From an optimization exercise on the open Yosys and OpenROAD flow, aimed at small area, a short achievable clock period and few clock cycles; shortcuts taken in it are not production practice. Where RTL was checked, it was by simulation tests only, not by an equivalence proof against the original.

Design posit_top, start of the top module:
module posit_top#(
  parameter posit_width = 16,  
  parameter es = 1  
)(
  input clk,
  input reset,
  input start,
  input [1:0] opcode,  
  input [posit_width - 1 : 0] a, b,
  output reg done,
  output zero,
  output [posit_width - 1 : 0] result
);
For scale: roughly 4500 cells after synthesis, about 65 flip-flops, roughly 55 I/O pins, ~0.022 mm2 of cells after synthesis.
==> module posit_arithmetic_operator, before the edit <==
module posit_arithmetic_operator (
  input [1:0] opcode,
  input [15:0] a, b,
  input [13:0] div_q,          
  output [14:0] div_n, div_d,  
  output enc_sign,             
  output [5:0] enc_sf,
  output [13:0] enc_m,
  output nar,                  
  output muldiv_zero,          
  output add_zero              
);
wire [14:0] ta, tb;
wire [5:0] sfa, sfb;
wire [11:0] fa, fb;
wire za, zb, na, nb;
posit_extraction ea (.x(a), .t(ta), .sf(sfa), .f(fa), .zero(za), .nar(na));
posit_extraction eb (.x(b), .t(tb), .sf(sfb), .f(fb), .zero(zb), .nar(nb));
wire sa = a[15];
wire sb = b[15];
wire a_gt_b, a_eq_b;
pgt #(15) cmp (.a(ta), .b(tb), .gt(a_gt_b), .eq(a_eq_b));
wire eff_sub = sa ^ sb ^ opcode[0];
wire sum_zero = a_eq_b & eff_sub;
wire [5:0] sfg = a_gt_b ? sfa : sfb;
wire [11:0] fg = a_gt_b ? fa : fb;
wire [11:0] fs = a_gt_b ? fb : fa;
wire [5:0] d_ab = sfa - sfb;
wire [5:0] d_ba = sfb - sfa;
wire [5:0] shift = a_gt_b ? d_ab : d_ba;
wire [14:0] G = {2'b01, fg, 1'b0};
wire [14:0] S_full = {2'b01, fs, 1'b0};
wire [5:0] sfg_m1 = sfg - 6'd1;
wire [5:0] sfg_m2 = sfg - 6'd2;
wire [14:0] S = (shift[5:4] != 2'b00) ? 15'd0 : (S_full >> shift[3:0]);
wire [11:0] po_a, po_b;
pfx_or #(12) poa (.in(fa), .out(po_a));
pfx_or #(12) pob (.in(fb), .out(po_b));
wire [11:0] po_s = a_gt_b ? po_b : po_a;
wire [15:0] sticky_tab = {2'b11, po_s, 2'b00};
wire sticky = shift[5] ? 1'b0 : shift[4] ? (shift[3:0] != 4'hf) : sticky_tab[shift[3:0]];
wire [14:0] V;
padd #(15) addsub (.a(G), .b(S ^ {15{eff_sub}}), .cin(eff_sub & ~sticky), .s(V), .cout());
wire [11:0] f_far = V[14] ? V[13:2] : V[13] ? V[12:1] : V[11:0];
wire [5:0] sf_far = V[14] ? sfg : V[13] ? sfg_m1 : sfg_m2;
wire [4:0] lzn;
CLZ #(15) clzn (.in(V), .lz(lzn));
wire [14:0] Vnn = V << lzn[3:0];
wire [11:0] f_near = Vnn[13:2];
wire [5:0] sf_near = sfg - {2'b0, lzn[3:0]};
wire near = eff_sub & (shift[5:1] == 5'd0);
wire [11:0] f_as = near ? f_near : f_far;
wire [5:0] sf_as = near ? sf_near : sf_far;
wire [25:0] P;
mul13 mul (.a(fa), .b(fb), .p(P));
wire [5:0] md_sf;
posit_scalar scal (.div(opcode[0]), .a_sf(sfa), .b_sf(sfb), .md_sf(md_sf));
wire fb_gt_fa;
pgt #(12) cmpf (.a(fb), .b(fa), .gt(fb_gt_fa), .eq());
wire lt = a_gt_b & fb_gt_fa;
assign div_n = {1'b1, fa, 2'b0};
assign div_d = lt ? {2'b01, fb, 1'b0} : {1'b1, fb, 2'b0};
wire [4:0] lzh;
CLZ #(10) clzq (.in(div_q[13:4]), .lz(lzh));
wire [13:0] qn_h = div_q << lzh[3:0];
wire [2:0] qn_l = div_q[3] ? div_q[2:0] : div_q[2] ? {div_q[1:0], 1'b0} : div_q[1] ? {div_q[0], 2'b0} : 3'b0;
wire [11:0] f_d = (div_q[13:4] != 10'd0) ? qn_h[12:1] : {qn_l, 9'b0};
wire [5:0] sf_d = md_sf - {5'b0, lt} - 6'd1;
reg [13:0] m_r;
reg [5:0] sf_r;
reg s_r;
always @* begin
  case (opcode)
    2'b10: begin m_r = P[25:12]; sf_r = md_sf; s_r = sa ^ sb; end
    2'b11: begin m_r = {1'b1, f_d, 1'b0}; sf_r = sf_d; s_r = sa ^ sb; end
    default: begin
      if (za | zb) begin m_r = {1'b1, fg, 1'b0}; sf_r = sfg_m1; end
      else begin m_r = {1'b1, f_as, 1'b0}; sf_r = sf_as; end
      s_r = a_gt_b ? sa : (sb ^ opcode[0]);
    end
  endcase
end
assign enc_sign = s_r;
assign enc_sf = sf_r;
assign enc_m = m_r;
assign nar = na | nb;
assign muldiv_zero = opcode[1] & (za | zb);
assign add_zero = ~opcode[1] & sum_zero;
endmodule
==> module posit_encoder, before the edit <==
module posit_encoder (
  input sign,
  input [5:0] sf,
  input [11:0] f,
  output [15:0] ans
);
wire neg = sf[5];
wire [3:0] sh = sf[4:1] ^ {4{neg}};
wire [14:0] w = {~neg, neg, sf[0], f};
wire [29:0] wx = {{15{~neg}}, w} >> sh;
wire [15:0] t = {1'b0, wx[14:0]};
wire [15:0] any_le;
pfx_or #(16) po (.in(t), .out(any_le));
wire [15:0] lower_any = {any_le[14:0], 1'b0};
assign ans = t ^ ({16{sign}} & lower_any);
endmodule
==> flow/config.mk <==
export PLATFORM = sky130hd
export DESIGN_NAME = posit_top
export DESIGN_NICKNAME = posit_top
export VERILOG_FILES = /design/flow/design.v
export SDC_FILE = /design/flow/constraint.sdc
export NUM_CORES = 4
export LEC_CHECK = 0
export ABC_AREA = 1
export CAP_MARGIN = 20
export CORE_MARGIN = 2
export CORE_UTILIZATION = 55
export SETUP_SLACK_MARGIN = 1.5
export SLEW_MARGIN = 20
export TNS_END_PERCENT = 5
==> flow/constraint.sdc <==
create_clock -name core_clock -period 10.5 [get_ports {clk}]
set_input_delay 2.1000 -clock core_clock [delete_from_list [all_inputs] [get_ports {clk}]]
set_output_delay 2.1000 -clock core_clock [all_outputs]
set_load 0.01 [all_outputs]
standard.sh (not shown) runs the stock make flow with config.mk's settings and CLKGATE_MAP_FILE= SYNTH_SCRIPT=/design/flow/synth_recipe.tcl, a recipe that flattens the netlist after the stock synthesis.
==> flow/flow/run.sh <==
#!/bin/bash
# Layout flow: the standard layout (standard.sh), with one synthesis
# setting changed: ADDER_MAP_FILE is left empty, so Yosys does not extract
# full/half adders into sky130 fa/ha cells and ABC maps the arithmetic into
# ordinary gates (faster carry paths). Everything else, including the
# registers the synthesis makes, is the standard flow's.
set -euo pipefail
cd "$(dirname "$0")/.."
sed 's/CLKGATE_MAP_FILE= /CLKGATE_MAP_FILE= ADDER_MAP_FILE= /' standard.sh > standard_noadder.sh
grep -q 'ADDER_MAP_FILE= ' standard_noadder.sh
bash standard_noadder.sh > flow_orfs.log 2>&1 || { tail -50 flow_orfs.log; exit 1; }
test -f out/final.def
Testbench counts at the start, summed over its fixed seeds: cycles 46,265.
Next try:
--- a/flow/design.v
+++ b/flow/design.v
@@ -250,8 +250,10 @@
 wire [11:0] f_far = V[14] ? V[13:2] : V[13] ? V[12:1] : V[11:0];
 wire [5:0] sf_far = V[14] ? sfg : V[13] ? sfg_m1 : sfg_m2;
+wire [14:0] nx = opcode[1] ? {div_q, 1'b0} : V;
 wire [4:0] lzn;
-CLZ #(15) clzn (.in(V), .lz(lzn));
-wire [14:0] Vnn = V << lzn[3:0];
-wire [11:0] f_near = Vnn[13:2];
+CLZ #(15) clzn (.in(nx), .lz(lzn));
+wire [14:0] nxn = nx << lzn[3:0];
+wire [11:0] f_norm = nxn[13:2];
+wire [11:0] f_near = f_norm;
 wire [5:0] sf_near = sfg - {2'b0, lzn[3:0]};
 wire near = eff_sub & (shift[5:1] == 5'd0);
@@ -267,9 +269,5 @@
 assign div_n = {1'b1, fa, 2'b0};
 assign div_d = lt ? {2'b01, fb, 1'b0} : {1'b1, fb, 2'b0};
-wire [4:0] lzh;
-CLZ #(10) clzq (.in(div_q[13:4]), .lz(lzh));
-wire [13:0] qn_h = div_q << lzh[3:0];
-wire [2:0] qn_l = div_q[3] ? div_q[2:0] : div_q[2] ? {div_q[1:0], 1'b0} : div_q[1] ? {div_q[0], 2'b0} : 3'b0;
-wire [11:0] f_d = (div_q[13:4] != 10'd0) ? qn_h[12:1] : {qn_l, 9'b0};
+wire [11:0] f_d = f_norm;
 wire [5:0] sf_d = md_sf - {5'b0, lt} - 6'd1;
 reg [13:0] m_r;
@@ -765,7 +763,12 @@
 wire [29:0] wx = {{15{~neg}}, w} >> sh;
 wire [15:0] t = {1'b0, wx[14:0]};
-wire [15:0] any_le;
-pfx_or #(16) po (.in(t), .out(any_le));
-wire [15:0] lower_any = {any_le[14:0], 1'b0};
+wire [15:0] lower_any;
+genvar i;
+generate
+  for (i = 0; i < 16; i = i + 1) begin : neg_b
+    if (i == 0) assign lower_any[i] = 1'b0;
+    else assign lower_any[i] = lower_any[i - 1] | t[i - 1];
+  end
+endgenerate
 assign ans = t ^ ({16{sign}} & lower_any);
 endmodule
The changed run ran to the end with no violations.
Worst setup slack got worse by 220 ps.
Final cell count went down by 0.75%.
Via count falls by about 0.4%.
Worst hold slack degrades by 7.7 ps.
Register-to-register slack improves by 220 ps.
No functional check of the RTL was part of the second run of this note.

[what the ideal ports hide]
The flow's constraints put no driver on any port. The routed layouts listed below were extracted and timed again, unchanged, in two steps.
Step 1: set_driving_cell puts a clkbuf_16 on clk and a buf_2 on each other input, an assumption about the parent block.
Step 2 moves the port delays by t, midway between the first and last clock arrival at a register: inputs arrive t later, outputs are due t later. That takes back most of the time a late clock gives input paths.
Slacks: ideal / step 1 / step 2; pairs: ideal / step 1.
run	t (ns)	setup WS [ns]	latest minus earliest clock arrival (ns)
the first run	0.389	1.991 / 2.014 / 1.625	0.011 / 0.010
the second run	0.398	1.773 / 1.801 / 1.403	0.008 / 0.008
After both steps every run listed still meets setup and hold. The setup slack of the second run, which loses most, moves by +0.028 ns with the drivers and by -0.370 ns with both steps.
